This design comes from an exercise in tuning for small area on the open sky130 flow, not from production work.
The RTL was checked by simulation tests, not by an equivalence proof against the original design.
The flow treats the clock pin as an ideal source, which a real chip does not have.
Power is estimated from default activity; no workload was simulated.

==> flow/design.v <==
module Top_Module (
        input clk, reset, btn, btn1, btn2, btn3,
        output [11:0] redgrnblu,
        output hsync, vsync,
        output [6:0] seg1, seg2
        );
        function [9:0] updn10(input [9:0] x, input up, input dn);
                integer i;
                reg c;
                begin
                        c = up | dn;
                        for (i = 0; i < 10; i = i + 1) begin
                                updn10[i] = x[i] ^ c;
                                c = c & (x[i] ^ dn);
                        end
                end
        endfunction
        function [9:0] subn10(input [9:0] x, input [9:0] yn);
                integer i;
                reg c;
                begin
                        c = 1'b1;
                        for (i = 0; i < 10; i = i + 1) begin
                                subn10[i] = x[i] ^ yn[i] ^ c;
                                c = (x[i] & yn[i]) | ((x[i] ^ yn[i]) & c);
                        end
                end
        endfunction
        function gt10(input [9:0] x, input [9:0] y);
                integer i;
                reg g;
                begin
                        g = 1'b0;
                        for (i = 0; i < 10; i = i + 1)
                                g = (x[i] & ~y[i]) | (~(x[i] ^ y[i]) & g);
                        gt10 = g;
                end
        endfunction
        reg  [9:0] a, v;
        reg        b;
        reg  [4:0] c5;
        reg  [9:0] xbn;            
        reg  [8:0] yb;             
        reg        dx, dy;         
        reg  [8:0] t1n, t2n;       
        reg  [2:0] s1, s2;
        reg        pend1, pend2;
        reg        hit;
        reg  [2:0] col;            
        wire [9:0] xb = ~xbn;
        wire [8:0] t1 = ~t1n, t2 = ~t2n;
        wire       a_end    = (a == 10'd795);
        wire       line_end = b & a_end;
        wire [9:0] a_nx     = line_end ? 10'd0 : updn10(a, b, 1'b0);
        wire       v_end    = (v == 10'd514);
        wire [9:0] v_nx     = (line_end & v_end) ? 10'd0 : updn10(v, line_end, 1'b0);
        wire       c5_inc   = b & a[1] & a[0];
        wire       tick     = c5_inc & (&c5);
        wire [9:0] c5_nx    = updn10({5'd0, c5}, c5_inc, 1'b0);
        assign hsync = (a[9:3] == 7'b1010111) | (a[9:5] == 5'b10110);
        assign vsync = (v[9:1] == 9'b011110000);
        wire video = ~(a_nx[9] & (a_nx[8] | a_nx[7])) & ~v_nx[9] & ~(&v_nx[8:5]);
        wire blank   = (s1 == 3'd7);
        wire win1    = (s1 == 3'd5);
        wire win2    = (s2 == 3'd5);
        wire playing = ~blank & ~win1 & ~win2;
        wire px1 = (a_nx[9:5] == 5'd0) & a_nx[4] & (a_nx[3] | a_nx[2])
                 | (a_nx[9:2] == 8'd8) | (a_nx == 10'd36);
        wire px2 = (a_nx[9:2] == 8'd151) | (a_nx[9:3] == 7'd76) | (a_nx[9:2] == 8'd154) | (a_nx == 10'd620);
        wire pxa = px1 | px2;
        wire xr = gt10(xb, 10'd604);
        wire xl = gt10(10'd36, xb);
        wire [8:0] pa  = pxa ? v_nx[8:0] : yb;
        wire       sl1 = pxa ? px1 : xl;
        wire [8:0] pbn = sl1 ? t1n : t2n;
        wire [9:0] p   = subn10({1'b0, pa}, {1'b1, pbn});
        wire pin = ~p[8] & ~p[7] & ~(p[6] & (p[5] | p[4]));
        wire hit_nx = pxa ? hit : ((xl | xr) & pin & (p[8:0] != 9'd0));
        wire edge_y = (yb == 9'd9) || (yb == 9'd471);
        wire dy1 = dy ^ edge_y;
        wire dx1 = dx ^ hit;
        wire sc1 = (xb == 10'd632);
        wire sc2 = (xb == 10'd0);
        wire step = tick & playing;
        wire mv   = step & ~sc1 & ~sc2;
        wire srv  = step & (sc1 | sc2);
        wire [9:0] xbn_mv = updn10(xbn, mv & ~dx1, mv & dx1);
        wire [9:0] yb_mv  = updn10({1'b0, yb}, mv & dy1, mv & ~dy1);
        wire t1_up = ~btn  & (t1 != 9'd0);
        wire t1_dn = ~btn1 & (t1 != 9'd400);
        wire t2_up = ~btn2 & (t2 != 9'd0);
        wire t2_dn = ~btn3 & (t2 != 9'd400);
        wire m1u = tick & t1_up;
        wire m1d = tick & ~t1_up & t1_dn;
        wire m2u = tick & ~t1_up & ~t1_dn & t2_up;
        wire m2d = tick & ~t1_up & ~t1_dn & ~t2_up & t2_dn;
        wire [9:0] t1n_nx = updn10({1'b0, t1n}, m1u, m1d);
        wire [9:0] t2n_nx = updn10({1'b0, t2n}, m2u, m2d);
        wire [9:0] zx = subn10(a_nx, xbn);
        wire [9:0] zy = subn10({1'b0, v_nx[8:0]}, {1'b1, ~yb});
        wire ball_x = ((&zx[9:3]) | (zx[9:3] == 7'd0) | (zx == 10'd8)) & (xb[9:3] != 7'd0);
        wire ball_y = (&zy[8:3]) | (zy[8:3] == 6'd0) | (zy[8:0] == 9'd8);
        wire ball_on = ball_x & ball_y;
        wire pdl1_on = px1 & pin;
        wire pdl2_on = px2 & pin;
        reg [2:0] col_nx;
        always @* begin
                if (blank) col_nx = 3'b000;
                else if (win1) col_nx = 3'b100;
                else if (win2) col_nx = 3'b001;
                else if (pdl2_on) col_nx = 3'b001;
                else if (pdl1_on) col_nx = 3'b100;
                else if (ball_on) col_nx = 3'b011;
                else col_nx = 3'b111;
        end
        always @(posedge clk) begin
                hit <= hit_nx;
                if (!reset) begin
                        a <= 0; b <= 0; v <= 0; c5 <= 0;
                        xbn <= ~10'd320; yb <= 9'd240; dx <= 1'b1; dy <= 1'b1;
                        t1n <= ~9'd200; t2n <= ~9'd200;
                        s1 <= 3'd7; s2 <= 3'd7; pend1 <= 1'b0; pend2 <= 1'b0;
                        col <= 3'b000;
                end else begin
                        b <= ~b;
                        a <= a_nx;
                        v <= v_nx;
                        c5 <= c5_nx[4:0];
                        s1 <= blank ? 3'd0 : (pend1 ? (s1 == 3'd0 ? 3'd1 : s1 == 3'd1 ? 3'd2 : s1 == 3'd2 ? 3'd3 : s1 == 3'd3 ? 3'd4 : 3'd5) : s1);
                        s2 <= blank ? 3'd0 : (pend2 ? (s2 == 3'd0 ? 3'd1 : s2 == 3'd1 ? 3'd2 : s2 == 3'd2 ? 3'd3 : s2 == 3'd3 ? 3'd4 : 3'd5) : s2);
                        pend1 <= step & sc1;
                        pend2 <= step & sc2;
                        xbn <= srv ? ~10'd320 : xbn_mv;
                        yb  <= srv ? 9'd240 : yb_mv[8:0];
                        if (step) begin
                                dx <= dx1 ^ srv;
                                dy <= dy1 ^ srv;
                        end
                        t1n <= t1n_nx[8:0];
                        t2n <= t2n_nx[8:0];
                        col <= col_nx;
                end
        end
        wire r  = video & col[2];
        wire g  = video & col[1];
        wire bl = video & col[0];
        assign redgrnblu = {r, r, r, r, g, g, g, g, bl, bl, bl, bl};
        function [6:0] seg7(input [2:0] s);
                case (s)
                        3'd0: seg7 = 7'b1000000;
                        3'd1: seg7 = 7'b1111001;
                        3'd2: seg7 = 7'b0100100;
                        3'd3: seg7 = 7'b0110000;
                        3'd4: seg7 = 7'b0011001;
                        3'd5: seg7 = 7'b0010010;
                        default: seg7 = 7'b1111111;
                endcase
        endfunction
        assign seg1 = seg7(s1);
        assign seg2 = seg7(s2);
endmodule
==> flow/run.sh <==
#!/bin/bash
# synth_recipe.tcl (not shown) runs the flow's synth.tcl, then flattens the netlist and writes it again
# the make line also repeats each setting of config.mk as NAME=value (left out here)
make -C /OpenROAD-flow-scripts/flow DESIGN_CONFIG=/design/flow/config.mk WORK_HOME=/design/flow/orfs CLKGATE_MAP_FILE= SYNTH_SCRIPT=/design/flow/synth_recipe.tcl finish
==> flow/config.mk <==
export PLATFORM = sky130hd
export DESIGN_NAME = Top_Module
export DESIGN_NICKNAME = Top_Module
export VERILOG_FILES = /design/flow/design.v
export SDC_FILE = /design/flow/constraint.sdc
export NUM_CORES = 4
export LEC_CHECK = 0
export CAP_MARGIN = 20
export CORE_MARGIN = 2
export CORE_UTILIZATION = 40
export SLEW_MARGIN = 20
==> flow/constraint.sdc <==
create_clock -name core_clock -period 8.0 [get_ports {clk}]
set_input_delay 1.6000 -clock core_clock [delete_from_list [all_inputs] [get_ports {clk}]]
set_output_delay 1.6000 -clock core_clock [all_outputs]
set_load 0.01 [all_outputs]
==> results of run 1 <==
## routing by layer
metal | routed length [um] | GRT usage, % | vias up
li1 | - | - | 2265
met1 | 6080 | 24.2 | 2171
met2 | 5650 | 28.7 | 114
met3 | 560 | 4.23 | 13
met4 | 210 | 6.32 | 0
met5 | 0 | 0 | -
## cells by family (layout without fill, tap and decap cells)
group,count (synthesis),after routing
simple gates,278,278
fa+ha+maj,49,49
mux,19,19
buf+inv,68,80
flops,77,77
compound gates,103,103
xor+xnor,52,52
## path summary, 6_finish.rpt
kind	end	slack, ns	cells past startpoint
setup / recovery	col[2]$_SDFF_PP0_	0.80	32
hold / removal	b$_SDFF_PN0_	0.46	1
setup reg to reg	col[2]$_SDFF_PP0_	0.80	32
hold reg to reg	b$_SDFF_PN0_	0.46	1
## layout by cell type, fill, tap and decap left out, types with 6 or more instances in the layout
| cell type | instances |
|---|---|
| or3_1 | 7 |
| clkbuf_16 | 9 |
| a21oi_1 | 21 |
| nand2_1 | 67 |
| dfxtp_1 | 76 |
| nand2b_1 | 9 |
| ha_1 | 27 |
| clkdlybuf4s50_1 | 33 |
| xnor2_1 | 32 |
| mux2i_1 | 11 |
| fa_1 | 22 |
| nand3_1 | 29 |
| inv_1 | 27 |
| o21ai_0 | 25 |
| mux2_2 | 8 |
| nor2_1 | 38 |
| nor4_1 | 6 |
| and3_1 | 24 |
| and2_1 | 23 |
| xor2_1 | 19 |
| nor2b_1 | 7 |
| nor3_1 | 21 |
| nand4_1 | 13 |
| o21ai_1 | 9 |
## layout make-up
class / instances / share of cell area, %
Sequential cell: 77 / 25.2
Clock buffer: 12 / 4.16
Tap cell: 176 / 3.57
Inverter: 30 / 1.83
Timing Repair Buffer: 35 / 5.61
Multi-Input combinational cell: 501 / 58.5
Clock inverter: 3 / 1.12
## sequential cells by signal, summed over array words and instances, names as in the netlist, 3 cells and up
| register | count |
|---|---|
| a | 10 |
| v | 10 |
| xbn | 10 |
| t1n | 9 |
| t2n | 9 |
| yb | 9 |
| c5 | 5 |
| col | 3 |
| s1 | 3 |
| s2 | 3 |
## per-stage QoR
step           hold WS (ns)  setup slack, ns  cells  util (%)
2_1_floorplan         0.418             1.41    646         -
3_3_place_gp          0.430             1.13    819      43.7
3_5_place_dp          0.465            0.886    819      43.7
4_1_cts               0.474            0.895    834      46.2
5_1_grt               0.495            0.381    834      46.2
6_report              0.460            0.802    834      46.2
## where the power goes
group          switching (mW)  leakage, nW  internal [mW]
Clock                   0.163        0.159          0.289
Combinational          0.0557         1.77         0.0681
Sequential             0.0129        0.629          0.392
==> metrics.md, run 1 <==
| Metric | Value |
|---|---|
| Leading area contributor after synthesis | dfxtp_1 |
| First-pass DRT Iterations | 5 |
| Vias | 4563 |
| Root Buffer Master | clkbuf_16 |
| Area of the multi-input gates | 3610 um^2 |
| Initial antenna violation count | 0 |
| Largest stage delay, worst path | 0.54 ns |
| Critical Path AT | 7.47 ns |
| Starting DRT DRC Count | 318 |
| Cells taking the most area after synthesis | dfxtp_1, fa_1, ha_1 |
| Largest net degree at the start of global routing | 58 |
| Final setup viols | 0 |
| Total power per unit cell area | 159 nW/um^2 |
| Hold Path Class | reg2reg |
| Total global routing overflow | 0 |
| Number of I/O port buffers | 33 |
| Most used cell, CP | ha_1 |
| Worst Clk Skew | 0.00661 ns |
| Via/cell ratio | 5.47 |
| Min cycle time layout | 7.20 ns |
| Placed Area | 5840 um^2 |
| Leakage | 2.55 nW |
| DP HPWL | 9530 um |
| CP top delay family | adder cells |
| Sequential cell area | 1550 um^2 |
| Synth unique cells | 79 |
| Drt wl/cell | 15.0 um |
| Synth Area in Adders | 14.2% |
| Xor/xnor cell area share of the yosys netlist | 8.43% |
| Initial core utilization | 41.1% |
| Post-CTS Setup Inserts | 0 |
| CP Buf/Inv Count | 5 |
| Clock buffer depth | 2 |
| Seq/Total Area, Yosys | 28.3% |
| Avg Cell Area, Syn | 8.50 um^2 |
| Total Wirelength | 12500 um |
| Slew headroom | 51.0% |
| Vias in the first global route | 4479 |
| Synth Area in Simple Gates | 27.0% |
| Gr usage total | 18.1% |
| Final Cycle Share | 90.0% |
| Critical Path Start | a[0]$_SDFF_PN0_ |
| Clock Latency Late Sink | 0.35 ns |
| RSZ-0062 raised after global routing | false |
| Hold Startpoint | b$_SDFF_PN0_ |
| Outcome | no timing/DRC/antenna violations |
| Number of synthesized register bits | 77 |
| Type of origin of the critical path | flip-flop |
| Post-CTS sizing | 0 |
| Fmax | 139 MHz |
| Post-synthesis mux area share | 3.65% |
| Final nets | 709 |
| Slowest cell on crit path | or4b_1 |
| IO Pins | 34 |
| Largest family of logic cells by synthesized area | simple AND/OR/NAND/NOR gates |
| Height of the die | 121 um |
| Crit path max fanout | 13 |
| Setup TNS | 0 ns |
| Primary FF master, synth | dfxtp_1 |
| Commonest cells post-synth | dfxtp_1, nand2_1, nor2_1 |
| Async SR Flop Fraction | 0% |
| Worst vdd ir | 0.000107 V |
| Max-Cap Viols | 0 |
| Layout fillers | 1312 |
| Number of H-tree levels | 3 |
| Synthesized instance count | 646 |
| Gp weighted congestion | 0.895 |
| # DRC | 0 |
| Number of antenna diodes | 0 |
| Total CTS buffers | 9 |
| Die width | 121 um |
| Clock Pin Slew Worst Setup and Hold Paths | 0.06 ns |
| Clock sinks | 77 |
| Core footprint | 13300 um^2 |
| Share of cells above drive strength 1 | 6.99% |
| Top-count cell post-synth | dfxtp_1 |
| YS warnings | 1 |
| Critical Path RT | 8.27 ns |
| Post-synth top area share | 27.7% |
| First-pass GRT wire length | 21200 um |
| Slew Viols, Final | 0 |
| WS Path Type | reg2reg |
| Die area | 14700 um^2 |
| Row Count | 42 |
| Endpoint class of the critical path | flip-flop |
| EDFF count, synth | 1 |
| Post-synthesis compound-gate area fraction | 12.4% |
| Routed Antenna Nets | 0 |
| FF-to-FF Start | a[0]$_SDFF_PN0_ |
| Least-Margin Pin Slew | 0.734 ns |
| Mapped Area | 5490 um^2 |
| Hold Buf Count CTS | 0 |
| CTS tree | done |
| Syn_nets | 701 |
| Endpoints failing hold | 0 |
| Final non-filler cell area | 6160 um^2 |
| Area Overhead vs Synth | 12.2% |
| Post-layout power | 982 uW |
==> run 2, diff against run 1 <==
==> flow/flow/run.sh (new file) <==
#!/bin/bash
# Own layout flow: the standard synthesis, then the combinational logic of
# its netlist is re-mapped for area by Yosys/ABC (flip-flops kept as they are,
# same names and cells), checked equivalent to the standard netlist, and laid
# out with the standard ORFS steps using small port buffers and a clock tree
# without dummy loads.
set -uo pipefail
HERE=$PWD
R=$HERE/orfs/results/sky130hd/Top_Module/base
LIB=$FLOW_HOME/platforms/sky130hd/lib/sky130_fd_sc_hd__tt_025C_1v80.lib
FLOWDIR=$HERE/flow
CTS_BUF=${CTS_BUF:-sky130_fd_sc_hd__clkbuf_8}
if [[ -f $FLOWDIR/params.sh ]]; then source $FLOWDIR/params.sh; fi

bash standard.sh $R/1_2_yosys.v > $HERE/synth_standard.log 2>&1 || exit 1
cp $R/1_2_yosys.v $HERE/netlist_standard.v

LIB=$LIB ABCSCR="${ABCSCR:-+strash;&get,-n;&deepsyn,-T,30;&put;dch,-f;amap;}" IN_V=$HERE/netlist_standard.v OUT_V=$HERE/netlist_reopt.v \
  yosys -c $FLOWDIR/reopt.tcl > $HERE/reopt.log 2>&1
if LIB=$LIB A_V=$HERE/netlist_standard.v B_V=$HERE/netlist_reopt.v yosys -c $FLOWDIR/eqv.tcl > $HERE/equiv.log 2>&1; then
  cp $HERE/netlist_reopt.v $R/1_2_yosys.v
  echo "using re-mapped netlist" > $HERE/netlist_choice.log
else
  echo "re-mapped netlist not proven equivalent; using the standard netlist" > $HERE/netlist_choice.log
fi

bash standard.sh finish \
  BUFFER_PORTS_ARGS="-buffer_cell sky130_fd_sc_hd__buf_1" \
  CTS_ARGS="-sink_clustering_enable -repair_clock_nets -dont_use_dummy_load -buf_list $CTS_BUF" \
  > $HERE/layout_standard.log 2>&1
==> flow/flow/eqv.tcl (new file) <==
set lib $::env(LIB)
yosys read_liberty -ignore_miss_func $lib
yosys read_verilog $::env(A_V)
yosys rename Top_Module gold
yosys read_verilog $::env(B_V)
yosys rename Top_Module gate
yosys hierarchy -check
yosys proc
yosys flatten
yosys memory
yosys opt_clean
yosys equiv_make gold gate eq
yosys hierarchy -top eq
yosys equiv_simple -seq 2
yosys equiv_induct
yosys equiv_status -assert
==> flow/flow/reopt.tcl (new file) <==
# Re-map the combinational logic of the standard synthesis netlist for area.
# Flip-flop instances are kept as they are (same names, cells and nets).
set lib $::env(LIB)
set scr $::env(ABCSCR)
yosys read_liberty -ignore_miss_func $lib
yosys read_verilog $::env(IN_V)
yosys hierarchy -top Top_Module
# keep sequential cells as black boxes
foreach c {dfxtp_1 dfxtp_2 dfxtp_4 dfrtp_1 dfrtp_2 dfrtp_4 dfstp_1 dfstp_2 dfstp_4 conb_1} {
  yosys blackbox sky130_fd_sc_hd__$c
}
yosys flatten
yosys rename -hide w:*.*
yosys opt_clean -purge
yosys opt -full
yosys abc -liberty $lib -dont_use sky130_fd_sc_hd__lpflow_* -dont_use sky130_fd_sc_hd__probe* -dont_use *_16 -dont_use *_12 -script $scr
yosys opt_clean -purge
yosys hilomap -singleton -hicell sky130_fd_sc_hd__conb_1 HI -locell sky130_fd_sc_hd__conb_1 LO
yosys insbuf -buf sky130_fd_sc_hd__buf_1 A X
yosys rename -enumerate -pattern {_r%_} w:\$*
yosys rename -enumerate -pattern {_c%_} c:\$*
yosys stat -liberty $lib
yosys write_verilog -noattr -nohex -nodec $::env(OUT_V)
==> flow/standard.sh (new file) <==
#!/bin/bash
# synth_recipe.tcl (not shown) runs the flow's synth.tcl, then flattens the netlist and writes it again
# the make line also repeats each setting of config.mk as NAME=value (left out here)
make -C /OpenROAD-flow-scripts/flow DESIGN_CONFIG=/design/flow/config.mk WORK_HOME=/design/flow/orfs CLKGATE_MAP_FILE= SYNTH_SCRIPT=/design/flow/synth_recipe.tcl "${@:-finish}"
removed: flow/run.sh
==> run 2 against run 1 <==
Effect of this change: the flow now stops in netlist read-in after synthesis (1_synth).
==> metrics.md, run 2 <==
| Metric | Value |
|---|---|
| Error message | [ERROR STA-0171] /design/flow/orfs/results/sky130hd/Top_Module/base/1_2_yosys.v line 623, syntax error |
| Outcome | did not finish (was no timing/DRC/antenna violations) |
| YS warnings | 1 (unchanged) |
| Halt Stage | netlist read-in after synthesis (1_synth) |
==> run 3, diff against run 2 <==
--- a/flow/flow/reopt.tcl
+++ b/flow/flow/reopt.tcl
@@ -8,4 +8,4 @@
 # keep sequential cells as black boxes
-foreach c {dfxtp_1 dfxtp_2 dfxtp_4 dfrtp_1 dfrtp_2 dfrtp_4 dfstp_1 dfstp_2 dfstp_4 conb_1} {
-  yosys blackbox sky130_fd_sc_hd__$c
+foreach pat {*df* *dl* *conb* *sdf*} {
+  yosys blackbox sky130_fd_sc_hd__$pat
 }
==> run 3 against run 2 <==
Effect of this change: the run now finishes clean.
==> metrics.md, run 3 <==
| Metric | Value |
|---|---|
| Hold Buf Count CTS | 0 |
| First-pass GRT wire length | 19400 um |
| First-pass DRT Iterations | 5 |
| Row Count | 38 |
| Number of I/O port buffers | 33 |
| # DRC | 0 |
| Clock buffer depth | 2 |
| Post-CTS Setup Inserts | 0 |
| Type of origin of the critical path | flip-flop |
| Final nets | 701 |
| Critical Path RT | 8.29 ns |
| Max-Cap Viols | 0 |
| Largest registers | a x10, v x10, xbn x10 |
| Min cycle time layout | 5.82 ns |
| Final core utilization | 44.8% |
| Total Wirelength | 11600 um |
| Outcome | no timing/DRC/antenna violations (was did not finish) |
| Number of H-tree levels | 3 |
| Hold Startpoint | b$_SDFF_PN0_ |
| CP top delay family | compound AO/OA/AOI/OAI gates |
| Hold Path Class | reg2reg |
| Endpoints failing hold | 0 |
| Die width | 110 um |
| Grt met1 use | 26.7% |
| Number of antenna diodes | 0 |
| Final worst slack | 2.18 ns |
| CTS tree | done |
| Core footprint | 10900 um^2 |
| Share of cells above drive strength 1 | 1.59% |
| Vias | 4736 |
| Gr usage total | 20.5% |
| Height of the die | 110 um |
| FF-to-FF Start | b$_SDFF_PN0_ |
| Setup Slack @ Placement | 2.29 ns |
| Fmax | 172 MHz |
| WHS Path Cells | 1 |
| Commonest non-fill, non-tap cell in the layout | clkinv_1 |
| YS warnings | 1 (unchanged) |
| Root Buffer Master | clkbuf_8 |
| Largest net degree at the start of global routing | 44 |
| Avg Cell Area, Syn | 6.78 um^2 |
| Final Cycle Share | 72.7% |
| Via/cell ratio | 5.69 |
| Syn_nets | 667 |
| Met2 Track Usage GR | 32.9% |
| Leakage | 1.62 nW |
| Least-Margin Pin Slew | 0.906 ns |
| Starting DRT DRC Count | 248 |
| Total CTS buffers | 9 |
| Area Overhead vs Synth | 8.82% |
| Initial core utilization | 41.2% |
| Setup TNS | 0 ns |
| Crit path max fanout | 10 |
| FF-to-FF path depth | 28 |
| Hold Path Sink | b$_SDFF_PN0_ |
| IO Pins | 34 |
| Routed Antenna Nets | 0 |
| Final setup viols | 0 |
| Gp weighted congestion | 0.894 |
| Vias in the first global route | 4171 |
| Synthesized instance count | 661 |
| Die area | 12100 um^2 |
| Commonest non-fill, non-tap cells in the layout | clkinv_1, nor2_1, dfxtp_1, o21ai_0, nand2_1 |
| Critical Path AT | 6.11 ns |
| Worst vdd ir | 0.0000960 V |
| Post-CTS sizing | 0 |
| Layout fillers | 1126 |
| Total power per unit cell area | 143 nW/um^2 |
| Clock sinks | 77 |
| Flop-to-flop setup slack | 2.18 ns |
| Met3 Resource Use GR | 2.73% |
| Slew headroom | 39.4% |
| Largest stage delay, worst path | 0.63 ns |
| Drt wl/cell | 14.0 um |
| Total global routing overflow | 0 |
| DP HPWL | 9020 um |
| RSZ-0062 raised after global routing | false |
| Clock Pin Slew Worst Setup and Hold Paths | 0.07 ns |
| RR Endpoint | col[2]$_SDFF_PP0_ |
| Worst Clk Skew | 0.0167 ns |
| Initial antenna violation count | 0 |
| WS Path Type | reg2reg |
| Slowest cell on crit path | a21oi_1 |
| Clock Latency Late Sink | 0.36 ns |
| Top Usage Layer GRT | met2 |
| Mapped Area | 4480 um^2 |
| Slew Viols, Final | 0 |
| CP Buf/Inv Count | 4 |
| Endpoint class of the critical path | flip-flop |
## run 3: how the worst max path moves through the flow
stage                            start                end  slack [ns]  depth (start not counted)
after floorplan           b$_SDFF_PN0_  col[2]$_SDFF_PP0_        3.35                         28
after global placement    b$_SDFF_PN0_  col[2]$_SDFF_PP0_        2.75                         28
after detailed placement  b$_SDFF_PN0_  col[2]$_SDFF_PP0_        2.29                         28
after CTS                 b$_SDFF_PN0_  col[2]$_SDFF_PP0_        2.26                         28
after global routing      b$_SDFF_PN0_  col[2]$_SDFF_PP0_        1.36                         28
final                     b$_SDFF_PN0_  col[2]$_SDFF_PP0_        2.18                         28
## run 3: final cells by class
type	count	area, um^2	area share, %
clock buffer	9	124	2.54
inverter	107	402	8.23
multi-input combinational	466	2500	51.2
sequential	77	1550	31.8
tap	140	175	3.59
timing repair buffer	34	131	2.69
## run 3: report_power, final
group          switching (mW)  internal [mW]  leakage [nW]  total (mW)
Combinational          0.0475         0.0213         0.929      0.0688
Sequential            0.00637          0.391         0.629       0.397
Clock                   0.130          0.101        0.0647       0.230
Total                   0.183          0.513          1.62       0.696
## run 3: per-layer routing
| metal | vias up | part of all wire, % |
|---|---|---|
| met5 | - | 0 |
| met4 | 0 | 2.7 |
| met3 | 23 | 4.8 |
| met2 | 145 | 45 |
| met1 | 2122 | 47 |
| li1 | 2446 | - |
## run 3: through the flow
stage / hold slack [ns] / area [um^2] / cells / power [mW]
4_1_cts: 0.435 / 4870 / 833 / 0.702
5_1_grt: 0.455 / 4880 / 833 / 0.726
2_1_floorplan: 0.395 / 4480 / 661 / 0.453
6_report: 0.437 / 4880 / 833 / 0.696
3_3_place_gp: 0.411 / 4750 / 824 / 0.475
3_5_place_dp: 0.419 / 4750 / 824 / 0.474
==> run 4, diff against run 3 <==
--- a/flow/flow/run.sh
+++ b/flow/flow/run.sh
@@ -11,4 +11,6 @@
 FLOWDIR=$HERE/flow
-CTS_BUF=${CTS_BUF:-sky130_fd_sc_hd__clkbuf_8}
+CTS_BUF=sky130_fd_sc_hd__clkbuf_8
+MY_CTS_ARGS=""
 if [[ -f $FLOWDIR/params.sh ]]; then source $FLOWDIR/params.sh; fi
+MY_CTS_ARGS=${MY_CTS_ARGS:-"-sink_clustering_enable -repair_clock_nets -dont_use_dummy_load -buf_list $CTS_BUF"}
 
@@ -28,3 +30,3 @@
   BUFFER_PORTS_ARGS="-buffer_cell sky130_fd_sc_hd__buf_1" \
-  CTS_ARGS="-sink_clustering_enable -repair_clock_nets -dont_use_dummy_load -buf_list $CTS_BUF" \
+  CTS_ARGS="$MY_CTS_ARGS" \
   > $HERE/layout_standard.log 2>&1
==> flow/flow/params.sh (new file) <==
MY_CTS_ARGS="-sink_clustering_enable -sink_clustering_size 40 -sink_clustering_max_diameter 300 -repair_clock_nets -dont_use_dummy_load -buf_list sky130_fd_sc_hd__clkbuf_8"
==> run 4 against run 3 <==
Effect of this change: still clean; synthesized cell count unchanged; sequential share of layout area is the same; count of clock-buffer cells in the layout stayed put; clock skew stayed put; worst hold slack is the same; via count is the same; wire length did not move; flip-flop and latch count did not move; area after synthesis unchanged; combinational power hardly changed; largest power group unchanged; highest routed layer unchanged.
==> metrics.md, run 4 <==
| Metric | Value |
|---|---|
| Initial antenna violation count | 0 (unchanged) |
| Starting DRT DRC Count | 248 (unchanged) |
| Crit path max fanout | 10 (unchanged) |
| Number of I/O port buffers | 33 (unchanged) |
| Share of cells above drive strength 1 | 1.59% (unchanged) |
| Final setup viols | 0 (unchanged) |
| Outcome | no timing/DRC/antenna violations (unchanged) |
| Syn_nets | 667 (unchanged) |
| Via/cell ratio | 5.69 (unchanged) |
| CTS tree | done (unchanged) |
| Type of origin of the critical path | flip-flop (unchanged) |
| Largest registers | a x10, v x10, xbn x10 (unchanged) |
| YS warnings | 1 (unchanged) |
| Sequential cell area | 1550 um^2 (unchanged) |
| DP HPWL | 9020 um (unchanged) |
| Post-CTS sizing | 0 (unchanged) |
| Area of the multi-input gates | 2500 um^2 (unchanged) |
| Min cycle time layout | 5.82 ns (unchanged) |
| Mapped Area | 4480 um^2 (unchanged) |
| Gp weighted congestion | 0.894 (unchanged) |
| Critical Path AT | 6.11 ns (about the same) |
| Total global routing overflow | 0 (unchanged) |
| Clock sinks | 77 (unchanged) |
| WS Path Type | reg2reg (unchanged) |
| Final core utilization | 44.8% (unchanged) |
| Routed Antenna Nets | 0 (unchanged) |
| Largest net degree at the start of global routing | 44 (unchanged) |
| Critical Path Start | b$_SDFF_PN0_ (unchanged) |
| Hold Startpoint | b$_SDFF_PN0_ (unchanged) |
| Gr usage total | 20.5% (unchanged) |
| Root Buffer Master | clkbuf_8 (unchanged) |
| Hold WS | 0.437 ns (unchanged) |
| Row Count | 38 (unchanged) |
| Number of H-tree levels | 3 (unchanged) |
| Drt wl/cell | 14.0 um (unchanged) |
| Commonest non-fill, non-tap cells in the layout | clkinv_1, nor2_1, dfxtp_1, o21ai_0, nand2_1 (unchanged) |
| RSZ-0062 raised after global routing | false (unchanged) |
| Avg Cell Area, Syn | 6.78 um^2 (unchanged) |
| Final Cycle Share | 72.7% (unchanged) |
| Fmax | 172 MHz (unchanged) |
| Vias in the first global route | 4171 (unchanged) |
| FF-to-FF Start | b$_SDFF_PN0_ (unchanged) |
| Leakage | 1.62 nW (unchanged) |
| Setup TNS | 0 ns (unchanged) |
| Initial core utilization | 41.2% (unchanged) |
| Max-Cap Viols | 0 (unchanged) |
| WHS Path Cells | 1 (unchanged) |
| Worst vdd ir | 0.0000960 V (unchanged) |
| Layout fillers | 1126 (unchanged) |
| Die area | 12100 um^2 (unchanged) |
| Synthesized instance count | 661 (unchanged) |
| Flop-to-flop setup slack | 2.18 ns (about the same) |
| Final nets | 701 (unchanged) |
| Critical Path RT | 8.29 ns (about the same) |
| Worst Clk Skew | 0.0167 ns (unchanged) |
| Total power per unit cell area | 143 nW/um^2 (unchanged) |
| First-pass DRT Iterations | 5 (unchanged) |
| Final non-filler cell area | 4880 um^2 (unchanged) |
| Hold Buf Count CTS | 0 (unchanged) |
| RR Endpoint | col[2]$_SDFF_PP0_ (unchanged) |
| Hold Path Class | reg2reg (unchanged) |
| Clock Pin Slew Worst Setup and Hold Paths | 0.07 ns (about the same) |
| Hold Path Sink | b$_SDFF_PN0_ (unchanged) |
| Area Overhead vs Synth | 8.82% (unchanged) |
| Height of the die | 110 um (unchanged) |
| Largest stage delay, worst path | 0.63 ns (about the same) |
| Clock Latency Late Sink | 0.36 ns (about the same) |
| Die width | 110 um (unchanged) |
| Least-Margin Pin Slew | 0.906 ns (unchanged) |
| Commonest non-fill, non-tap cell in the layout | clkinv_1 (unchanged) |
| IO Pins | 34 (unchanged) |
| Slew headroom | 39.4% (unchanged) |
| Endpoints failing hold | 0 (unchanged) |
| Total CTS buffers | 9 (unchanged) |
| First-pass GRT wire length | 19400 um (unchanged) |
| Post-layout power | 696 uW (unchanged) |
| Total Wirelength | 11600 um (unchanged) |
| Vias | 4736 (unchanged) |
| Endpoint class of the critical path | flip-flop (unchanged) |
| Post-CTS Setup Inserts | 0 (unchanged) |
| Placed Area | 4750 um^2 (unchanged) |
| Slew Viols, Final | 0 (unchanged) |
| Slowest cell on crit path | a21oi_1 (unchanged) |
| Core footprint | 10900 um^2 (unchanged) |
| Clock buffer depth | 2 (unchanged) |
| FF-to-FF path depth | 28 (unchanged) |
| # DRC | 0 (unchanged) |
| Number of antenna diodes | 0 (unchanged) |
[run 4: worst max path at each step]
stage	depth (start not counted)	endpoint	slack (ns)
floorplan	28	col[2]$_SDFF_PP0_	3.35
global placement	28	col[2]$_SDFF_PP0_	2.75
detailed placement	28	col[2]$_SDFF_PP0_	2.29
CTS	28	col[2]$_SDFF_PP0_	2.26
global route	28	col[2]$_SDFF_PP0_	1.36
finish	28	col[2]$_SDFF_PP0_	2.18
[run 4: power breakdown]
group	switching (mW)	total (mW)	internal (mW)
sequential	0.00637	0.397	0.391
combinational	0.0475	0.0688	0.0213
clock	0.130	0.230	0.101
total	0.183	0.696	0.513
[run 4: area by class of cell]
class | count | area share (%)
repair buffers | 34 | 2.69
well taps | 140 | 3.59
inverters | 107 | 8.23
multi-input cells | 466 | 51.2
clock buffers | 9 | 2.54
flip-flops and latches | 77 | 31.8
[run 4: stage by stage]
step                      setup slack (ns)  cells
after global routing                  1.36    833
after global placement                2.75    824
after floorplan                       3.35    661
after CTS                             2.26    833
after detailed placement              2.29    824
final                                 2.18    833
[run 4: per-layer routing]
layer / GRT usage (%) / share of wire [%]
met1: 26.7 / 47
met2: 32.9 / 45
met5: 0 / 0
met3: 2.73 / 4.8
met4: 10.7 / 2.7
[run 4: worst max-delay path: cells and delay by family, from the launching register on]
family          cells  cell delay, ns
compound gates     14            3.39
flops               1            0.36
simple gates       10            1.28
buf+inv             4            0.70
==> run 5, diff against run 4 <==
==> flow/flow/params.sh (replaced) <==
MY_CTS_ARGS="-sink_clustering_enable -sink_clustering_size 100 -sink_clustering_max_diameter 500 -sink_clustering_levels 1 -dont_use_dummy_load -buf_list sky130_fd_sc_hd__clkbuf_16"
==> run 5 against run 4 <==
Effect of this change: still clean; non-clock buffer count unchanged; die area unchanged; final cell count did not move; via count shrank 0.68%; wire length fell by 0.39%; worst hold slack lost 0.0044 ns.
==> metrics.md, run 5 <==
| Metric | Value |
|---|---|
| Worst vdd ir | 0.000106 V (was 0.0000960 V) |
| First-pass GRT wire length | 19400 um (about the same) |
| Final setup viols | 0 (unchanged) |
| Vias in the first global route | 4168 (was 4171) |
| Final core utilization | 45.7% (was 44.8%) |
| Final nets | 701 (unchanged) |
| Number of H-tree levels | 3 (unchanged) |
| CTS tree | done (unchanged) |
| Initial core utilization | 41.2% (unchanged) |
| Routed Antenna Nets | 0 (unchanged) |
| Clock Latency Late Sink | 0.33 ns (was 0.36 ns) |
| Hold Buf Count CTS | 0 (unchanged) |
| Root Buffer Master | clkbuf_16 (was clkbuf_8) |
| First-pass DRT Iterations | 5 (unchanged) |
| Flop-to-flop setup slack | 2.21 ns (was 2.18 ns) |
| Vias | 4704 (was 4736) |
| Total Wirelength | 11600 um (about the same) |
| Setup TNS | 0 ns (unchanged) |
| WS Path Type | reg2reg (unchanged) |
| Fmax | 173 MHz (was 172 MHz) |
| Starting DRT DRC Count | 254 (was 248) |
| Share of cells above drive strength 1 | 1.59% (unchanged) |
| RSZ-0062 raised after global routing | false (unchanged) |
| Min cycle time layout | 5.79 ns (was 5.82 ns) |
| Row Count | 38 (unchanged) |
| Post-CTS Setup Inserts | 0 (unchanged) |
| Total CTS buffers | 9 (unchanged) |
| Die area | 12100 um^2 (unchanged) |
| Drt wl/cell | 13.9 um (was 14.0 um) |
| Core footprint | 10900 um^2 (unchanged) |
| Die width | 110 um (unchanged) |
| Gp weighted congestion | 0.894 (unchanged) |
| Least-Margin Pin Slew | 0.868 ns (was 0.906 ns) |
| Final Cycle Share | 72.3% (was 72.7%) |
| Leakage | 1.67 nW (was 1.62 nW) |
| Clock buffer depth | 2 (unchanged) |
| Mapped Area | 4480 um^2 (unchanged) |
| YS warnings | 1 (unchanged) |
| Type of origin of the critical path | flip-flop (unchanged) |
| Critical Path AT | 6.06 ns (was 6.11 ns) |
| Endpoint class of the critical path | flip-flop (unchanged) |
| Avg Cell Area, Syn | 6.78 um^2 (unchanged) |
| Worst Clk Skew | 0.0107 ns (was 0.0167 ns) |
| Largest net degree at the start of global routing | 44 (unchanged) |
| Hold Path Class | reg2reg (unchanged) |
| Clock sinks | 77 (unchanged) |
| Critical Path RT | 8.27 ns (was 8.29 ns) |
| Syn_nets | 667 (unchanged) |
| Initial antenna violation count | 0 (unchanged) |
| Outcome | no timing/DRC/antenna violations (unchanged) |
| Number of I/O port buffers | 33 (unchanged) |
| Largest registers | a x10, v x10, xbn x10 (unchanged) |
| IO Pins | 34 (unchanged) |
| Area Overhead vs Synth | 11.1% (was 8.82%) |
| Commonest non-fill, non-tap cells in the layout | clkinv_1, nor2_1, dfxtp_1, o21ai_0, nand2_1 (unchanged) |
| Clock Pin Slew Worst Setup and Hold Paths | 0.06 ns (was 0.07 ns) |
| DP HPWL | 9020 um (unchanged) |
| Slew Viols, Final | 0 (unchanged) |
| Post-CTS sizing | 0 (unchanged) |
| Gr usage total | 20.5% (about the same) |
| Synthesized instance count | 661 (unchanged) |
| Number of antenna diodes | 0 (unchanged) |
| Post-layout power | 804 uW (was 696 uW) |
| Height of the die | 110 um (unchanged) |
| Commonest non-fill, non-tap cell in the layout | clkinv_1 (unchanged) |
| Largest stage delay, worst path | 0.63 ns (about the same) |
| Crit path max fanout | 10 (unchanged) |
| Slowest cell on crit path | a21oi_1 (unchanged) |
| # DRC | 0 (unchanged) |
| Total global routing overflow | 0 (unchanged) |
| Via/cell ratio | 5.65 (was 5.69) |
| Slew headroom | 41.9% (was 39.4%) |
| Endpoints failing hold | 0 (unchanged) |
| Max-Cap Viols | 0 (unchanged) |
| Total power per unit cell area | 161 nW/um^2 (was 143 nW/um^2) |
-- run 5: final timing paths --
path                start                end  cells after the start
max          b$_SDFF_PN0_  col[2]$_SDFF_PP0_                     28
min          b$_SDFF_PN0_       b$_SDFF_PN0_                      1
max reg2reg  b$_SDFF_PN0_  col[2]$_SDFF_PP0_                     28
min reg2reg  b$_SDFF_PN0_       b$_SDFF_PN0_                      1
-- run 5: per-layer routing --
layer	global-route usage (%)	share of wire, %	up-vias
li1	-	-	2447
met1	26.7	47	2095
met2	32.9	46	139
met3	2.73	4.6	23
met4	10.7	2.5	0
met5	0	0	-
-- run 5: through the flow --
step	cells	hold WS, ns	instance area, um^2	worst slack (ns)
floorplan	661	0.395	4480	3.35
global placement	824	0.411	4750	2.75
detailed placement	824	0.419	4750	2.29
CTS	833	0.430	4970	2.27
global route	833	0.449	4980	1.37
finish	833	0.433	4980	2.21
-- run 5: worst max-delay path: cells and delay by family, from the launching register on --
family | cells | cell delay, ns
AOI/OAI and AO/OA | 14 | 3.37
buffers and inverters | 4 | 0.69
DFF | 1 | 0.35
and+or+nand+nor | 10 | 1.28
-- run 5: where the power goes --
part	internal (mW)	leakage, nW	total (mW)	switching (mW)
clock	0.197	0.111	0.337	0.140
sequential	0.392	0.629	0.398	0.00637
combinational	0.0213	0.929	0.0687	0.0474
-- run 5: cell type report --
type / instances / area [um^2]
fill: 1115 / 5910
multi-input combinational: 466 / 2500
sequential: 77 / 1550
inverter: 107 / 402
clock buffer: 9 / 225
tap: 140 / 175
timing repair buffer: 34 / 131
==> run 6, diff against run 5 <==
==> flow/flow/params.sh (replaced) <==
MY_CTS_ARGS="-repair_clock_nets -dont_use_dummy_load -buf_list sky130_fd_sc_hd__clkbuf_16 -root_buf sky130_fd_sc_hd__clkbuf_16"
==> run 6 against run 5 <==
Effect of this change: still clean on timing, DRC and antenna; final cell count stayed put; count of clock-buffer cells in the layout is the same; non-clock buffer count unchanged; largest power group unchanged.
==> metrics.md, run 6 <==
| Metric | Value |
|---|---|
| Outcome | no timing/DRC/antenna violations (unchanged) |
| Hold Path Class | reg2reg (unchanged) |
| Commonest non-fill, non-tap cells in the layout | clkinv_1, nor2_1, dfxtp_1, o21ai_0, nand2_1 (unchanged) |
| Syn_nets | 667 (unchanged) |
| Least-Margin Pin Slew | 0.868 ns (unchanged) |
| Number of I/O port buffers | 33 (unchanged) |
| Critical Path RT | 8.27 ns (about the same) |
| Total CTS buffers | 9 (unchanged) |
| CTS tree | done (unchanged) |
| Vias in the first global route | 4168 (unchanged) |
| Final nets | 701 (unchanged) |
| Die width | 110 um (unchanged) |
| Endpoints failing hold | 0 (unchanged) |
| Clock buffer depth | 2 (unchanged) |
| WS Path Type | reg2reg (unchanged) |
| IO Pins | 34 (unchanged) |
| Gp weighted congestion | 0.894 (unchanged) |
| Clock sinks | 77 (unchanged) |
| Endpoint class of the critical path | flip-flop (unchanged) |
| Drt wl/cell | 13.9 um (unchanged) |
| Largest stage delay, worst path | 0.63 ns (about the same) |
| Avg Cell Area, Syn | 6.78 um^2 (unchanged) |
| Vias | 4704 (unchanged) |
| Number of antenna diodes | 0 (unchanged) |
| Layout fillers | 1115 (unchanged) |
| Slowest cell on crit path | a21oi_1 (unchanged) |
| Worst vdd ir | 0.000106 V (unchanged) |
| Initial antenna violation count | 0 (unchanged) |
| Clock Pin Slew Worst Setup and Hold Paths | 0.06 ns (about the same) |
| Number of H-tree levels | 3 (unchanged) |
| Largest registers | a x10, v x10, xbn x10 (unchanged) |
| Commonest non-fill, non-tap cell in the layout | clkinv_1 (unchanged) |
| Routed Antenna Nets | 0 (unchanged) |
| Fmax | 173 MHz (unchanged) |
| First-pass DRT Iterations | 5 (unchanged) |
| Type of origin of the critical path | flip-flop (unchanged) |
| Final Cycle Share | 72.3% (unchanged) |
| Max-Cap Viols | 0 (unchanged) |
| Row Count | 38 (unchanged) |
| First-pass GRT wire length | 19400 um (unchanged) |
| Total global routing overflow | 0 (unchanged) |
| Critical Path AT | 6.06 ns (about the same) |
| Share of cells above drive strength 1 | 1.59% (unchanged) |
| Root Buffer Master | clkbuf_16 (unchanged) |
| Slew headroom | 41.9% (unchanged) |
| # DRC | 0 (unchanged) |
| Largest net degree at the start of global routing | 44 (unchanged) |
| DP HPWL | 9020 um (unchanged) |
| Core footprint | 10900 um^2 (unchanged) |
| Final core utilization | 45.7% (unchanged) |
| Worst Clk Skew | 0.0107 ns (unchanged) |
| Total Wirelength | 11600 um (unchanged) |
| Setup TNS | 0 ns (unchanged) |
| Crit path max fanout | 10 (unchanged) |
| Hold Buf Count CTS | 0 (unchanged) |
| YS warnings | 1 (unchanged) |
| Total power per unit cell area | 161 nW/um^2 (unchanged) |
| Height of the die | 110 um (unchanged) |
| Post-CTS sizing | 0 (unchanged) |
| Post-CTS Setup Inserts | 0 (unchanged) |
| Die area | 12100 um^2 (unchanged) |
| Clock Latency Late Sink | 0.33 ns (about the same) |
| Mapped Area | 4480 um^2 (unchanged) |
| Leakage | 1.67 nW (unchanged) |
| Initial core utilization | 41.2% (unchanged) |
| Synthesized instance count | 661 (unchanged) |
| Gr usage total | 20.5% (unchanged) |
| Slew Viols, Final | 0 (unchanged) |
| Min cycle time layout | 5.79 ns (unchanged) |
| Post-layout power | 804 uW (unchanged) |
| Via/cell ratio | 5.65 (unchanged) |
| Area Overhead vs Synth | 11.1% (unchanged) |
| Starting DRT DRC Count | 254 (unchanged) |
| Final setup viols | 0 (unchanged) |
| RSZ-0062 raised after global routing | false (unchanged) |
[run 6: power breakdown]
group          total, mW  internal (mW)  switching [mW]
Sequential         0.398          0.392         0.00637
Combinational     0.0687         0.0213          0.0474
Clock              0.337          0.197           0.140
[run 6: layout make-up]
type | count | area (um^2) | area share, %
well taps | 140 | 175 | 3.52
clock buffers | 9 | 225 | 4.52
repair buffers | 34 | 131 | 2.64
inverters | 107 | 402 | 8.06
flip-flops and latches | 77 | 1550 | 31.1
multi-input cells | 466 | 2500 | 50.1
[run 6: worst paths after layout]
path                                          end  cells past startpoint  slack (ns)    startpoint
worst max-delay path            col[2]$_SDFF_PP0_                     28        2.21  b$_SDFF_PN0_
worst min-delay path                 b$_SDFF_PN0_                      1        0.43  b$_SDFF_PN0_
worst max register to register  col[2]$_SDFF_PP0_                     28        2.21  b$_SDFF_PN0_
worst min register to register       b$_SDFF_PN0_                      1        0.43  b$_SDFF_PN0_
[run 6: through the flow]
stage	worst slack [ns]	cells	area [um^2]	hold WS, ns
6_report	2.21	833	4980	0.433
5_1_grt	1.37	833	4980	0.449
4_1_cts	2.27	833	4970	0.430
3_3_place_gp	2.75	824	4750	0.411
2_1_floorplan	3.35	661	4480	0.395
3_5_place_dp	2.29	824	4750	0.419
[run 6: per-layer routing]
metal | share of wire, % | vias up | GRT usage (%)
met5 | 0 | - | 0
met4 | 2.5 | 0 | 10.7
met3 | 4.6 | 23 | 2.73
met2 | 46 | 139 | 32.9
met1 | 47 | 2095 | 26.7
li1 | - | 2447 | -
[run 6: worst max-delay path, delay by kind of cell, from the launching register on]
| kind | cells | cell delay, ns |
|---|---|---|
| AOI/OAI and AO/OA | 14 | 3.37 |
| and+or+nand+nor | 10 | 1.28 |
| DFF | 1 | 0.35 |
| buffers and inverters | 4 | 0.69 |
==> run 7, diff against run 6 <==
--- a/flow/design.v
+++ b/flow/design.v
@@ -51,6 +51,6 @@
         wire [8:0] t1 = ~t1n, t2 = ~t2n;
-        wire       a_end    = (a == 10'd795);
+        wire       a_end    = a[9] & a[8] & a[4] & a[3] & a[1] & a[0];    
         wire       line_end = b & a_end;
         wire [9:0] a_nx     = line_end ? 10'd0 : updn10(a, b, 1'b0);
-        wire       v_end    = (v == 10'd514);
+        wire       v_end    = v[9] & v[1];                                
         wire [9:0] v_nx     = (line_end & v_end) ? 10'd0 : updn10(v, line_end, 1'b0);
@@ -60,4 +60,4 @@
         assign hsync = (a[9:3] == 7'b1010111) | (a[9:5] == 5'b10110);
-        assign vsync = (v[9:1] == 9'b011110000);
-        wire video = ~(a_nx[9] & (a_nx[8] | a_nx[7])) & ~v_nx[9] & ~(&v_nx[8:5]);
+        assign vsync = (&v[8:5]) & ~(|v[4:1]);
+        wire video = ~(a_nx[9] & (a_nx[8] | a_nx[7])) & ~(v_nx[9] | (&v_nx[8:5]));
         wire blank   = (s1 == 3'd7);
@@ -78,6 +78,6 @@
         wire hit_nx = pxa ? hit : ((xl | xr) & pin & (p[8:0] != 9'd0));
-        wire edge_y = (yb == 9'd9) || (yb == 9'd471);
+        wire edge_y = (yb[8:4] == 5'd0) & yb[3] & ~yb[2] & ~yb[1] | (yb[8] & yb[7] & yb[6] & yb[4] & yb[2] & yb[1] & yb[0]);
         wire dy1 = dy ^ edge_y;
         wire dx1 = dx ^ hit;
-        wire sc1 = (xb == 10'd632);
+        wire sc1 = xb[9] & xb[6] & xb[5] & xb[4] & xb[3];    
         wire sc2 = (xb == 10'd0);
@@ -89,5 +89,5 @@
         wire t1_up = ~btn  & (t1 != 9'd0);
-        wire t1_dn = ~btn1 & (t1 != 9'd400);
+        wire t1_dn = ~btn1 & ~(t1[8] & t1[7] & t1[4]);      
         wire t2_up = ~btn2 & (t2 != 9'd0);
-        wire t2_dn = ~btn3 & (t2 != 9'd400);
+        wire t2_dn = ~btn3 & ~(t2[8] & t2[7] & t2[4]);
         wire m1u = tick & t1_up;
@@ -128,4 +128,4 @@
                         c5 <= c5_nx[4:0];
-                        s1 <= blank ? 3'd0 : (pend1 ? (s1 == 3'd0 ? 3'd1 : s1 == 3'd1 ? 3'd2 : s1 == 3'd2 ? 3'd3 : s1 == 3'd3 ? 3'd4 : 3'd5) : s1);
-                        s2 <= blank ? 3'd0 : (pend2 ? (s2 == 3'd0 ? 3'd1 : s2 == 3'd1 ? 3'd2 : s2 == 3'd2 ? 3'd3 : s2 == 3'd3 ? 3'd4 : 3'd5) : s2);
+                        s1 <= blank ? 3'd0 : s1 + {2'd0, pend1};
+                        s2 <= blank ? 3'd0 : s2 + {2'd0, pend2};
                         pend1 <= step & sc1;
--- a/flow/flow/run.sh
+++ b/flow/flow/run.sh
@@ -13,2 +13,5 @@
 MY_CTS_ARGS=""
+COLLAPSE_CLOCK_TREE=1
+export MY_CLK_PORT=clk
+export MY_CLK_ROOT=sky130_fd_sc_hd__clkbuf_16
 if [[ -f $FLOWDIR/params.sh ]]; then source $FLOWDIR/params.sh; fi
@@ -28,3 +31,5 @@
 
-bash standard.sh finish \
+POST_CTS=""
+if [[ $COLLAPSE_CLOCK_TREE == 1 ]]; then POST_CTS="POST_CTS_TCL=$FLOWDIR/post_cts.tcl"; fi
+bash standard.sh finish $POST_CTS \
   BUFFER_PORTS_ARGS="-buffer_cell sky130_fd_sc_hd__buf_1" \
==> flow/flow/post_cts.tcl (new file) <==
# Collapse the clock tree that CTS built into a single root buffer that drives
# every clock sink directly (the design has under a hundred flip-flops).
set blk [ord::get_db_block]
set clk_net [$blk findNet $::env(MY_CLK_PORT)]
set roots {}
foreach it [$clk_net getITerms] {
  if {[$it isInputSignal]} { lappend roots [$it getInst] }
}
if {[llength $roots] == 1} {
  set root [lindex $roots 0]
  set root_out ""
  foreach it [$root getITerms] { if {[$it isOutputSignal]} { set root_out [$it getNet] } }
  set leaves {}
  foreach it [$root_out getITerms] {
    if {[$it isInputSignal]} {
      set inst [$it getInst]
      set m [[$inst getMaster] getName]
      if {[string match "*clkbuf*" $m]} { lappend leaves $inst }
    }
  }
  foreach leaf $leaves {
    set lout ""
    foreach it [$leaf getITerms] { if {[$it isOutputSignal]} { set lout [$it getNet] } }
    set sinks {}
    foreach it [$lout getITerms] { if {[$it isInputSignal]} { lappend sinks $it } }
    foreach it [$leaf getITerms] { if {[$it getNet] ne "NULL"} { $it disconnect } }
    foreach it $sinks { $it disconnect; $it connect $root_out }
    odb::dbInst_destroy $leaf
    odb::dbNet_destroy $lout
  }
  replace_cell $root $::env(MY_CLK_ROOT)
  puts "post_cts: collapsed [llength $leaves] leaf buffers into [$root getName] ($::env(MY_CLK_ROOT))"
  detailed_placement
  estimate_parasitics -placement
  report_clock_skew
} else {
  puts "post_cts: clock port drives [llength $roots] cells; tree left as built"
}
removed: flow/flow/params.sh
==> run 7 against run 6 <==
Effect of this change: the run now fails in clock tree synthesis (4_1_cts); synthesized cell count increased by 3.5%; area after synthesis increased by 1.2%.
==> metrics.md, run 7 <==
| Metric | Value |
|---|---|
| Initial core utilization | 41.5% (was 41.2%) |
| IO Pins | 34 (unchanged) |
| Setup Slack @ Placement | 2.98 ns (was 2.29 ns) |
| Error message | [ERROR STA-0124] instance type 'odb__dbInst' is not an instance. |
| Halt Stage | clock tree synthesis (4_1_cts) |
| Outcome | did not finish (was no timing/DRC/antenna violations) |
| Placed Area | 4810 um^2 (was 4750 um^2) |
| Row Count | 38 (unchanged) |
| Number of I/O port buffers | 33 (unchanged) |
| Die width | 111 um (was 110 um) |
| Height of the die | 111 um (was 110 um) |
| YS warnings | 1 (unchanged) |
| Avg Cell Area, Syn | 6.63 um^2 (was 6.78 um^2) |
| DP HPWL | 9360 um (was 9020 um) |
| Mapped Area | 4540 um^2 (was 4480 um^2) |
| Synthesized instance count | 684 (was 661) |
| Syn_nets | 690 (was 667) |
| Gp weighted congestion | 0.912 (was 0.894) |
==> run 7: worst min-delay path by stage <==
stage,from,end,slack (ns),cells after the start
after global placement,b$_SDFF_PN0_,b$_SDFF_PN0_,0.43,1
after floorplan,b$_SDFF_PN0_,b$_SDFF_PN0_,0.41,1
after detailed placement,b$_SDFF_PN0_,b$_SDFF_PN0_,0.44,1
==> run 7: through the flow <==
step | total power, mW | instances
3_5_place_dp | 0.498 | 848
2_1_floorplan | 0.472 | 684
3_3_place_gp | 0.497 | 848
==> run 7: power groups by stage <==
stage | combinational [mW] | sequential [mW] | clock, mW
floorplan | 0.0636 | 0.408 | 0
global placement | 0.0877 | 0.410 | 0
detailed placement | 0.0882 | 0.410 | 0
==> run 8, diff against run 7 <==
--- a/flow/flow/run.sh
+++ b/flow/flow/run.sh
@@ -5,3 +5,3 @@
 # out with the standard ORFS steps using small port buffers and a clock tree
-# without dummy loads.
+# without dummy loads whose buffers are then shrunk while the clock slew allows.
 set -uo pipefail
@@ -13,5 +13,4 @@
 MY_CTS_ARGS=""
-COLLAPSE_CLOCK_TREE=1
-export MY_CLK_PORT=clk
-export MY_CLK_ROOT=sky130_fd_sc_hd__clkbuf_16
+SHRINK_CLOCK_TREE=1
+export MY_CLK_SLEW=0.112
 if [[ -f $FLOWDIR/params.sh ]]; then source $FLOWDIR/params.sh; fi
@@ -32,3 +31,3 @@
 POST_CTS=""
-if [[ $COLLAPSE_CLOCK_TREE == 1 ]]; then POST_CTS="POST_CTS_TCL=$FLOWDIR/post_cts.tcl"; fi
+if [[ $SHRINK_CLOCK_TREE == 1 ]]; then POST_CTS="POST_CTS_TCL=$FLOWDIR/post_cts.tcl"; fi
 bash standard.sh finish $POST_CTS \
==> flow/flow/post_cts.tcl (replaced) <==
# Shrink the clock buffers that CTS placed: each buffer takes the smallest
# clkbuf size that keeps every flip-flop clock pin's estimated slew under
# MY_CLK_SLEW (ns), leaves first, then the root.
proc clk_max_slew {} {
  estimate_parasitics -placement
  set mx 0
  foreach p [get_pins -hierarchical */CLK] {
    set s [get_property $p slew_max]
    if {$s > $mx} { set mx $s }
  }
  return $mx
}
set limit $::env(MY_CLK_SLEW)
set sizes {sky130_fd_sc_hd__clkbuf_1 sky130_fd_sc_hd__clkbuf_2 sky130_fd_sc_hd__clkbuf_4 sky130_fd_sc_hd__clkbuf_8 sky130_fd_sc_hd__clkbuf_16}
set bufs {}
set root {}
foreach inst [[ord::get_db_block] getInsts] {
  set m [[$inst getMaster] getName]
  if {[string match "sky130_fd_sc_hd__clkbuf_*" $m]} {
    set n [$inst getName]
    if {[string match "clkbuf_0_*" $n]} { lappend root $n } else { lappend bufs $n }
  }
}
puts "post_cts: start max clock slew [clk_max_slew]"
foreach n [concat $bufs $root] {
  set orig [[[[ord::get_db_block] findInst $n] getMaster] getName]
  foreach sz $sizes {
    if {$sz eq $orig} { break }
    replace_cell $n $sz
    if {[clk_max_slew] <= $limit} { break }
    replace_cell $n $orig
  }
  puts "post_cts: $n $orig -> [[[[ord::get_db_block] findInst $n] getMaster] getName]"
}
puts "post_cts: final max clock slew [clk_max_slew]"
detailed_placement
estimate_parasitics -placement
==> run 8 against run 7 <==
Effect of this change: the run now finishes clean; area after synthesis unchanged; synthesized cell count unchanged.
==> metrics.md, run 8 <==
| Metric | Value |
|---|---|
| Outcome | no timing/DRC/antenna violations (was did not finish) |
| Synthesized instance count | 684 (unchanged) |
| Clock sinks | 77 |
| Setup TNS | 0 ns |
| IO Pins | 34 (unchanged) |
| Final setup viols | 0 |
| Sw Share | 28.7% |
| Area Overhead vs Synth | 7.92% |
| Largest net degree at the start of global routing | 43 |
| Sequential share of power | 58.4% |
| Fmax | 186 MHz |
| Total global routing overflow | 0 |
| Clock Latency Late Sink | 0.46 ns |
| Mapped Area | 4540 um^2 (unchanged) |
| Worst vdd ir | 0.0000838 V |
| Endpoint class of the critical path | output port |
| WS Path Type | reg2out |
| Post-Layout Cell Count | 857 |
| First-pass DRT Iterations | 5 |
| Row Count | 38 (unchanged) |
| Flop-to-flop setup slack | 2.93 ns |
| Combinational share of power | 12.8% |
| First-pass GRT wire length | 20600 um |
| Final Cycle Share | 67.0% |
| Number of I/O port buffers | 33 (unchanged) |
| Pint | 490 uW |
| Syn_nets | 690 (unchanged) |
| Hold Startpoint | b$_SDFF_PN0_ |
| Share of cells above drive strength 1 | 1.53% |
| Gr usage total | 20.3% |
| Height of the die | 111 um (unchanged) |
| Commonest non-fill, non-tap cell in the layout | nor2_1 |
| YS warnings | 1 (unchanged) |
| Die area | 12200 um^2 |
| Core footprint | 10900 um^2 |
| Min cycle time layout | 5.36 ns |
| Crit path max fanout | 7 |
| Slew headroom | 41.8% |
| Gp weighted congestion | 0.912 (unchanged) |
| Hold Path Class | reg2reg |
| Total Wirelength | 12000 um |
| Hold WS | 0.456 ns |
| DP HPWL | 9360 um (unchanged) |
| Clock Pin Slew Worst Setup and Hold Paths | 0.08 ns |
| Commonest non-fill, non-tap cells in the layout | nor2_1, clkinv_1, dfxtp_1, o21ai_0, nand2_1 |
| Die width | 111 um (unchanged) |
| Largest registers | a x10, v x10, xbn x10 |
| FF-to-FF Start | a[1]$_SDFF_PN0_ |
| # DRC | 0 |
| Vias in the first global route | 4385 |
| Total power per unit cell area | 140 nW/um^2 |
| CTS tree | done |
| Placed Area | 4810 um^2 (unchanged) |
| Final nets | 725 |
| NetSw | 197 uW |
| Initial core utilization | 41.5% (unchanged) |
| Placed Instances | 848 (unchanged) |
| Critical Path Start | a[1]$_SDFF_PN0_ |
| Via/cell ratio | 5.62 |
| Leakage | 1.57 nW |
| Worst Clk Skew | 0.0376 ns |
| Routed Antenna Nets | 0 |
| Number of antenna diodes | 0 |
| Least-Margin Pin Slew | 0.872 ns |
| Drt wl/cell | 14.0 um |
| Clk network pwr share | 28.8% |
| RSZ-0062 raised after global routing | false |
| Starting DRT DRC Count | 377 |
| Critical Path RT | 6.40 ns |
| Final non-filler cell area | 4900 um^2 |
| Initial antenna violation count | 0 |
| Avg Cell Area, Syn | 6.63 um^2 (unchanged) |
| Type of origin of the critical path | flip-flop |
| Max-Cap Viols | 0 |
| Vias | 4814 |
| Critical Path AT | 3.76 ns |
| Endpoints failing hold | 0 |
| Slew Viols, Final | 0 |
[run 8: worst paths after layout]
check	endpoint	cells past startpoint
setup reg to reg	col[2]$_SDFF_PP0_	25
hold / removal	b$_SDFF_PN0_	1
setup / recovery	redgrnblu[8]	15
hold reg to reg	b$_SDFF_PN0_	1
[run 8: worst max-delay path: stages (launching register included)]
cell and delay (ns):
dfxtp_1 0.37, clkinv_1 0.11, nor2_1 0.31, clkinv_1 0.20, nor4_1 0.20, buf_4 0.19
clkinv_1 0.14, nor2_1 0.12, clkinv_1 0.16, nor3_1 0.35, nand2_1 0.15, nor2_1 0.25
o22ai_1 0.14, o221ai_1 0.35, nor2b_1 0.14, buf_1 0.15
[run 8: layout make-up]
type                    count  area, um^2
flip-flops and latches     77        1550
repair buffers             35         139
fillers                  1130        6040
clock buffers               9        86.3
well taps                 140         175
multi-input cells         482        2520
inverters                 114         428
[run 8: metrics by stage]
stage	total power, mW	utilization [%]	worst slack [ns]
floorplan	0.472	-	3.25
global placement	0.497	44.0	3.18
detailed placement	0.498	44.0	2.98
global route	0.718	44.8	2.14
finish	0.687	44.8	2.64
[run 8: metal layers]
layer | part of all wire, % | vias up | GRT usage (%)
li1 | - | 2494 | -
met1 | 48 | 2170 | 27.5
met2 | 44 | 123 | 32.1
met3 | 4.7 | 27 | 3.13
met4 | 2.6 | 0 | 8.58
met5 | 0 | - | 0
[run 8: power groups by stage]
stage	registers, mW	clock network [mW]	logic (mW)
after detailed placement	0.410	0	0.0882
after global routing	0.402	0.217	0.0987
after floorplan	0.408	0	0.0636
final	0.401	0.198	0.0878
after global placement	0.410	0	0.0877

==> static timing again, ports no longer ideal <==
The results above use ideal ports. As a check the final layouts listed here were re-extracted and re-timed, cells and wires unchanged.
Step 1: set_driving_cell puts a clkbuf_16 on clk and a buf_2 on each other input, an assumption about the parent block.
Step 2 times the ports against the registers' clock, not the clock port: input delays grow and output delays shrink by t, the midpoint of the rising clock arrivals with the driver on.
a / b / c = ideal ports / drivers / drivers and shift; a / b = the first two.
run | t, ns | setup slack, ns | pins driven straight from the clock port
run 1 | 0.383 | 0.802 / 0.802 / 0.802 | 1
run 3 | 0.382 | 2.183 / 2.183 / 2.183 | 1
run 4 | 0.382 | 2.183 / 2.183 / 2.183 | 1
run 5 | 0.365 | 2.214 / 2.214 / 2.214 | 1
run 6 | 0.365 | 2.214 / 2.214 / 2.214 | 1
run 8 | 0.477 | 2.637 / 2.604 / 2.932 | 1
After both steps every run listed still meets setup and hold.
